Context: an optimization exercise on an open-source flow, tuned for small area, a short achievable clock period and few clock cycles. The choices shown serve that exercise and are no tape-out recipe. Function was checked by simulation only, so behaviour that the tests miss may differ from the original.

Design core, start of the top module:
module core(
  input clk,
  input resetn,
  output [31:0] address,
  output [31:0] data_out,
  input [31:0] data_in,
  output we
);
For scale: ~5600 cells after synthesis, roughly 99 I/O pins, ~66000 µm² of cells after synthesis.
export LEC_CHECK = 0
export CAP_MARGIN = 20
export CORE_MARGIN = 2
export CORE_UTILIZATION = 45
export SLEW_MARGIN = 20
export SYNTH_HIERARCHICAL = 1
create_clock -name core_clock -period 12.0 [get_ports {clk}]
standard.sh (not shown) runs the stock make flow with config.mk's settings and CLKGATE_MAP_FILE= SYNTH_SCRIPT=/design/flow/synth_recipe.tcl, a recipe that flattens the netlist after the stock synthesis.
==> flow/flow/run.sh <==
#!/bin/bash
# The standard layout (standard.sh) in two parts:
#  - synthesis to clock tree: adders are not mapped to the library's full/half-adder cells
#    (slow carry chains), ports are buffered with buf_4 (instead of a delay cell), the clock
#    tree uses clkbuf_4/clkbuf_8, and timing repair aims at a 7.5 ns setup slack margin;
#  - global and detailed route: timing repair aims at the same 7.5 ns margin, and fixes what
#    global-routing parasitics made worse.
# Registers are mapped as in the standard synthesis. Each part's make output goes to its own log.
set -euo pipefail
COMMON=(ADDER_MAP_FILE= "BUFFER_PORTS_ARGS=-buffer_cell sky130_fd_sc_hd__buf_4"
        "CTS_BUF_LIST=sky130_fd_sc_hd__clkbuf_4 sky130_fd_sc_hd__clkbuf_8")
bash standard.sh "${COMMON[@]}" SETUP_SLACK_MARGIN=7.5 cts > make_to_cts.log 2>&1
bash standard.sh "${COMMON[@]}" SETUP_SLACK_MARGIN=7.5 finish > make_finish.log 2>&1
Testbench counts at the start, summed over its fixed seeds: cycles 196,504.
Then changed:
--- a/flow/design.v
+++ b/flow/design.v
@@ -4,14 +4,15 @@
   output [31:0] address,
   output [31:0] data_out,
   input [31:0] data_in,
   output we
 );
 reg [31:0] areg;       
 reg [31:1] fpc;        
+reg [31:2] xaddr;      
 reg [31:0] sd;         
 reg [31:0] ir;         
 reg        v;          
 reg [31:1] alt;        
 reg [31:0] ra;         
 reg [31:0] bx;         
 reg        cin;        
@@ -126,36 +127,47 @@
 wire f_jalr  = fi[6:0] == 7'b1100111;
 wire f_br    = fi[6:0] == 7'b1100011;
 wire f_auipc = fi[6:0] == 7'b0010111;
 wire f_lui   = fi[6:0] == 7'b0110111;
 wire f_store = fi[6:0] == 7'b0100011;
 wire f_op    = fi[6:0] == 7'b0110011;
 wire kill = ex & is_store & f_store;    
+wire smc = mst & v & (areg[31:16] == 16'd0) & (areg[15:2] == xaddr[15:2]);
 wire f_pred  = f_br & fi[31];
 wire [12:0] f_imm = {fi[31], fi[7], fi[30:25], fi[11:8], 1'b0};
 wire [13:0] f_lo;
 wire [18:0] f_hi = faddr[31:13];
 wire [18:0] f_hi_p, f_hi_m, f_up;
 core_add13 u_flo (.a(faddr[12:0]), .b(f_imm), .s(f_lo));
 core_incdec19 u_fhi (.h(f_hi), .hp(f_hi_p), .hm(f_hi_m));
 core_csel19 u_fup (.h(f_hi), .hp(f_hi_p), .hm(f_hi_m), .neg(fi[31]), .c(f_lo[13]), .up(f_up));
 wire [31:0] f_tgt = {f_up, f_lo[12:0]};
 wire [31:0] f_seq = faddr + 32'd4;
 wire [4:0] rs1 = fi[19:15];
 wire [4:0] rs2 = fi[24:20];
-reg [31:0] rd1, rd2;
+reg [31:1] sel1, sel2;
 integer i;
 always @(*) begin
-  rd1 = 32'd0;
-  rd2 = 32'd0;
   for (i = 1; i < 32; i = i + 1) begin
-    rd1 = rd1 | ({32{rs1 == i}} & rf[i]);
-    rd2 = rd2 | ({32{rs2 == i}} & rf[i]);
-  end
-end
+    sel1[i] = rs1 == i;
+    sel2[i] = rs2 == i;
+  end
+end
+wire [31:0] rd1, rd2;
+genvar gb, gr;
+generate
+  for (gb = 0; gb < 32; gb = gb + 1) begin : g_rd
+    wire [31:1] col;
+    for (gr = 1; gr < 32; gr = gr + 1) begin : g_col
+      assign col[gr] = rf[gr][gb];
+    end
+    core_rdbit u_rd1 (.d(col), .s(sel1), .y(rd1[gb]));
+    core_rdbit u_rd2 (.d(col), .s(sel2), .y(rd2[gb]));
+  end
+endgenerate
 wire fw = wbv & (wbr != 5'd0);
 wire [31:0] opa = (fw && wbr == rs1) ? wb : rd1;
 wire [31:0] opb = (fw && wbr == rs2) ? wb : rd2;
 wire e_dst = (e_wr | (ex & is_load)) & (rd != 5'd0);
 wire f_use1 = ~(f_lui | f_auipc | f_jal);
 wire hit1 = e_dst & (rd == rs1);
 wire hit2 = e_dst & (rd == rs2);
@@ -193,17 +205,19 @@
     wbv <= 1'b0;
   end else begin
     if (ex & is_sys) begin
       halted <= 1'b1;
       v <= 1'b0;
     end else if (fetch) begin
       v <= ~redirect & ~kill;
+    end else if (m_last & smc) begin
+      v <= 1'b0;
     end
     if (mem_op) areg <= sum[31:0];
-    else if (m_last) areg <= {fpc, 1'b0};
+    else if (m_last) areg <= smc ? {xaddr, 2'b00} : {fpc, 1'b0};
     else if (m | halted) areg <= areg;
     else if (redirect) areg <= is_br ? {alt, 1'b0} : {sum[31:1], 1'b0};
     else areg <= f_pred ? f_tgt : f_seq;
     if (mem_op) m <= 1'b1;
     else if (m_last) m <= 1'b0;
     mw <= m & ~mw & mst & sub_word;
     wbv <= (m & ~mst) | e_wr;
@@ -239,14 +253,15 @@
     ra <= (f_auipc | f_jal) ? faddr : opa;
     bx <= s_inv ? ~s_b : s_b;
     cin <= s_inv;
     bpa <= hit1 & f_use1;
     bpb <= hit2 & (f_op | f_br);
     bps <= hit2 & f_store;
   end
+  if (ex & is_store) xaddr <= faddr[31:2];
   if (mem_op) begin
     mrd <= rd;
     mf3 <= f3;
     mst <= is_store;
   end
 end
 endmodule
@@ -256,7 +271,22 @@
 module core_incdec19(input [18:0] h, output [18:0] hp, output [18:0] hm);
 assign hp = h + 19'd1;
 assign hm = h - 19'd1;
 endmodule
 module core_csel19(input [18:0] h, input [18:0] hp, input [18:0] hm, input neg, input c, output [18:0] up);
 assign up = (neg == c) ? h : (c ? hp : hm);
 endmodule
+module core_rdbit(input [31:1] d, input [31:1] s, output y);
+wire [10:0] n;
+genvar g;
+generate
+  for (g = 0; g < 10; g = g + 1) begin : g_aoi
+    core_aoi222 u (.a0(d[3*g+1]), .b0(s[3*g+1]), .a1(d[3*g+2]), .b1(s[3*g+2]),
+                   .a2(d[3*g+3]), .b2(s[3*g+3]), .y(n[g]));
+  end
+endgenerate
+assign n[10] = ~(d[31] & s[31]);
+assign y = ~(&n);
+endmodule
+module core_aoi222(input a0, input b0, input a1, input b1, input a2, input b2, output y);
+assign y = ~((a0 & b0) | (a1 & b1) | (a2 & b2));
+endmodule
Design area went up by 0.79%; worst setup slack got worse by 0.017 ns; count of clock-buffer cells in the layout went up by 3; wire length went down by 11%; non-clock buffer count went down by 19.
Testbench counts after the change, summed over its fixed seeds: cycles 196,504.

[port drivers added, routing unchanged]
Ports are ideal in the flow. The routed layouts listed here were re-timed in OpenROAD. Step 1, drivers: a clkbuf_16 drives clk and a buf_2 each remaining input, both assumed. Step 2 adds t to the input delays and takes it off the output delays; t is the mean of the earliest and latest rising clock arrival at the registers after step 1. Input paths then give back, and output paths get back, about the clock's delay inside the block. Three values: no drivers, after step 1, after step 2; two values: the first two.
run | shift t [ns] | slack for setup (ns) | clock arrival spread, ns | pins driven straight from the clock port
the first run | 1.091 | 7.326 / 7.299 / 6.208 | 0.073 / 0.073 | 1
the second run | 1.016 | 7.309 / 7.213 / 6.197 | 0.084 / 0.085 | 1
After both steps every run listed still meets setup and hold. The setup slack of the first run, which loses most, moves by -0.027 ns with the drivers and by -1.118 ns with both steps.
